This design comes from an exercise in tuning for small area, a short achievable clock period and few clock cycles per item on the open sky130 flow, not from production work.
The RTL was checked by simulation tests, not by an equivalence proof against the original design.

== run 1 ==
## lms_core
module lms_core #(
    parameter WIDTH = 16,
    parameter FRAC  = 8
)(
    input wire clk,
    input wire rst,
    input wire start,
    input wire signed [WIDTH-1:0] x_in,
    input wire signed [WIDTH-1:0] d_in,
    output wire signed [WIDTH-1:0] y_out,
    output wire signed [WIDTH-1:0] e_out,
    output reg done
);
    reg [15:0] x0, x1, x2, x3, x4, x5, x6, x7;    
    reg [15:0] u0, u1, u2, u3, v0, v1, v2, v3;    
    reg [15:0] d_r;
    reg ph1, ph2;                                 
    reg [24:0] acc_a, acc_b;                      
    reg [15:0] w_r;                               
    reg [16:0] h_r;                               
    reg [16:0] q_r;                               
    wire [15:0] w_sum;
    wire [16:0] h_sum, q_sum;
    reg eq1_0;
    reg ng1_0;
    reg eq1_1;
    reg ng1_1;
    reg eq1_2;
    reg ng1_2;
    reg eq1_3;
    reg ng1_3;
    reg eq2_0;
    reg ng2_0;
    reg eq2_1;
    reg ng2_1;
    reg eq2_2;
    reg ng2_2;
    reg eq2_3;
  ...
For scale: ~5,300 cells after synthesis, ~430 flip-flops, ~68 I/O pins, ~0.053 mm^2 of cells after synthesis.
export LEC_CHECK = 0
export CAP_MARGIN = 20
export CORE_MARGIN = 2
export CORE_UTILIZATION = 55
export CTS_BUF_LIST = sky130_fd_sc_hd__clkbuf_4 sky130_fd_sc_hd__clkbuf_8
export SETUP_SLACK_MARGIN = 2.9
export SLEW_MARGIN = 20
export SYNTH_HIERARCHICAL = 1
export SYNTH_MINIMUM_KEEP_SIZE = 0
create_clock -name core_clock -period 8.0 [get_ports {clk}]
run.sh (not shown) runs the stock make flow with config.mk's settings and CLKGATE_MAP_FILE= SYNTH_SCRIPT=/design/flow/synth_recipe.tcl, a recipe that flattens the netlist after the stock synthesis.
Testbench counts of run 1, summed over its fixed seeds: cycles 6,144, items 2,048.
Inputs modified between run 1 and run 2:
# run 1
export LEC_CHECK = 0
export CAP_MARGIN = 20
export CORE_MARGIN = 2
export CORE_UTILIZATION = 55
export CTS_BUF_LIST = sky130_fd_sc_hd__clkbuf_4 sky130_fd_sc_hd__clkbuf_8
export SETUP_SLACK_MARGIN = 2.9
export SLEW_MARGIN = 20
export SYNTH_HIERARCHICAL = 1
export SYNTH_MINIMUM_KEEP_SIZE = 0
create_clock -name core_clock -period 8.0 [get_ports {clk}]
# run 2
export LEC_CHECK = 0
export CAP_MARGIN = 20
export CORE_MARGIN = 2
export CORE_UTILIZATION = 55
export CTS_BUF_LIST = sky130_fd_sc_hd__clkbuf_4 sky130_fd_sc_hd__clkbuf_8
export PLACE_DENSITY = 0.7
export SETUP_SLACK_MARGIN = 2.75
export SLEW_MARGIN = 20
export SYNTH_HIERARCHICAL = 1
export SYNTH_MINIMUM_KEEP_SIZE = 0
export TNS_END_PERCENT = 10
create_clock -name core_clock -period 8.0 [get_ports {clk}]
Findings:
The final layouts of run 1 and run 2 pass the timing, DRC and antenna checks.
Cell area: run 2 vs run 1 down 3.5%
Run 1 has a higher wire length of the first global-routing pass than run 2.
Run 2 vs run 1 — number of signal-net buffers in the layout dropped by more than 10%
Where minimum setup slack among reg-to-reg paths is concerned, run 1 is better than run 2.
Comparing run 1 and run 2, the lower ratio of routed vias to standard cells is on run 1.
The following lists how run 3 was set up differently from run 2:
# run 2
export LEC_CHECK = 0
export CAP_MARGIN = 20
export CORE_MARGIN = 2
export CORE_UTILIZATION = 55
export CTS_BUF_LIST = sky130_fd_sc_hd__clkbuf_4 sky130_fd_sc_hd__clkbuf_8
export PLACE_DENSITY = 0.7
export SETUP_SLACK_MARGIN = 2.75
export SLEW_MARGIN = 20
export SYNTH_HIERARCHICAL = 1
export SYNTH_MINIMUM_KEEP_SIZE = 0
export TNS_END_PERCENT = 10
create_clock -name core_clock -period 8.0 [get_ports {clk}]
# run 3
export LEC_CHECK = 0
export CAP_MARGIN = 20
export CORE_MARGIN = 2
export CORE_UTILIZATION = 40
export SETUP_SLACK_MARGIN = 2.75
export SLEW_MARGIN = 20
export SYNTH_HIERARCHICAL = 1
export SYNTH_MINIMUM_KEEP_SIZE = 0
create_clock -name core_clock -period 8.0 [get_ports {clk}]
Results
- Changes observed in run 3 relative to run 2: maximum achievable frequency moved up, global-route usage fell by 8.0 points, number of placement rows went up 18%, fraction of area in multi-input gates shows a reduction of 0.65 points.
- Detailed-route wire length on metal 1: run 2 and run 3 compared, lower one is run 2
- Taking run 2 as the reference, in run 3 setup skew after layout shrank by 30 ps, area overhead of the layout relative to synthesis now sits higher.
> inputs changed (run 3 -> run 4)
# run 3
export LEC_CHECK = 0
export CAP_MARGIN = 20
export CORE_MARGIN = 2
export CORE_UTILIZATION = 40
export SETUP_SLACK_MARGIN = 2.75
export SLEW_MARGIN = 20
export SYNTH_HIERARCHICAL = 1
export SYNTH_MINIMUM_KEEP_SIZE = 0
create_clock -name core_clock -period 8.0 [get_ports {clk}]
# run 4
export LEC_CHECK = 0
export CAP_MARGIN = 20
export CORE_MARGIN = 2
export CORE_UTILIZATION = 40
export SETUP_SLACK_MARGIN = 3.0
export SLEW_MARGIN = 20
export SYNTH_HIERARCHICAL = 1
export SYNTH_MINIMUM_KEEP_SIZE = 0
create_clock -name core_clock -period 8.0 [get_ports {clk}]
Notes after the runs:
Run 4 reached the final stage; the timing, DRC and antenna checks on its layout passed. In the reports for run 3 and run 4, the smaller utilization after layout belongs to run 3. Maximum number of pins on one net before global-route repair on run 4 is down relative to run 3. acc_b[17] as the endpoint of the worst setup timing path was reported by run 3, and acc_b[18] by run 4. Run 4 vs. run 3: design area now sits higher; sequential share of layout area fell by 0.55 points; final cycle utilization of the critical path higher; share of post-route cells with drive strength above 1 picked up an extra 5.0 points. Filler cell count | run 4 below run 3.

-- port drivers added, routing unchanged --
In the flow no input, the clock included, has a driving cell. The finished layouts below were timed again as built, in two steps.
Step 1, drivers: a clkbuf_16 drives clk and a buf_2 each remaining input, both assumed.
Step 2 also shifts input and output timing later by t, the mid clock arrival at the registers, as if the neighbouring blocks saw the same clock.
Slacks: no drivers / after step 1 / after step 2; pairs: no drivers / after step 1.
| run | shift t [ns] | setup WS [ns] | worst hold slack (ns) | worst setup path at the end | worst slew at a driven data input, ns |
|---|---|---|---|---|---|
| run 1 | 0.833 | 2.544 / 2.544 / 2.544 | 0.459 / 0.459 / 0.459 | register to register | 0.05 |
| run 2 | 0.798 | 2.407 / 2.407 / 2.407 | 0.443 / 0.443 / 0.443 | register to register | 0.04 |
| run 3 | 0.745 | 2.632 / 2.632 / 2.632 | 0.433 / 0.433 / 0.433 | register to register | 0.05 |
| run 4 | 0.738 | 2.617 / 2.617 / 2.617 | 0.439 / 0.439 / 0.439 | register to register | 0.04 |
After both steps setup and hold are still met in every run listed.
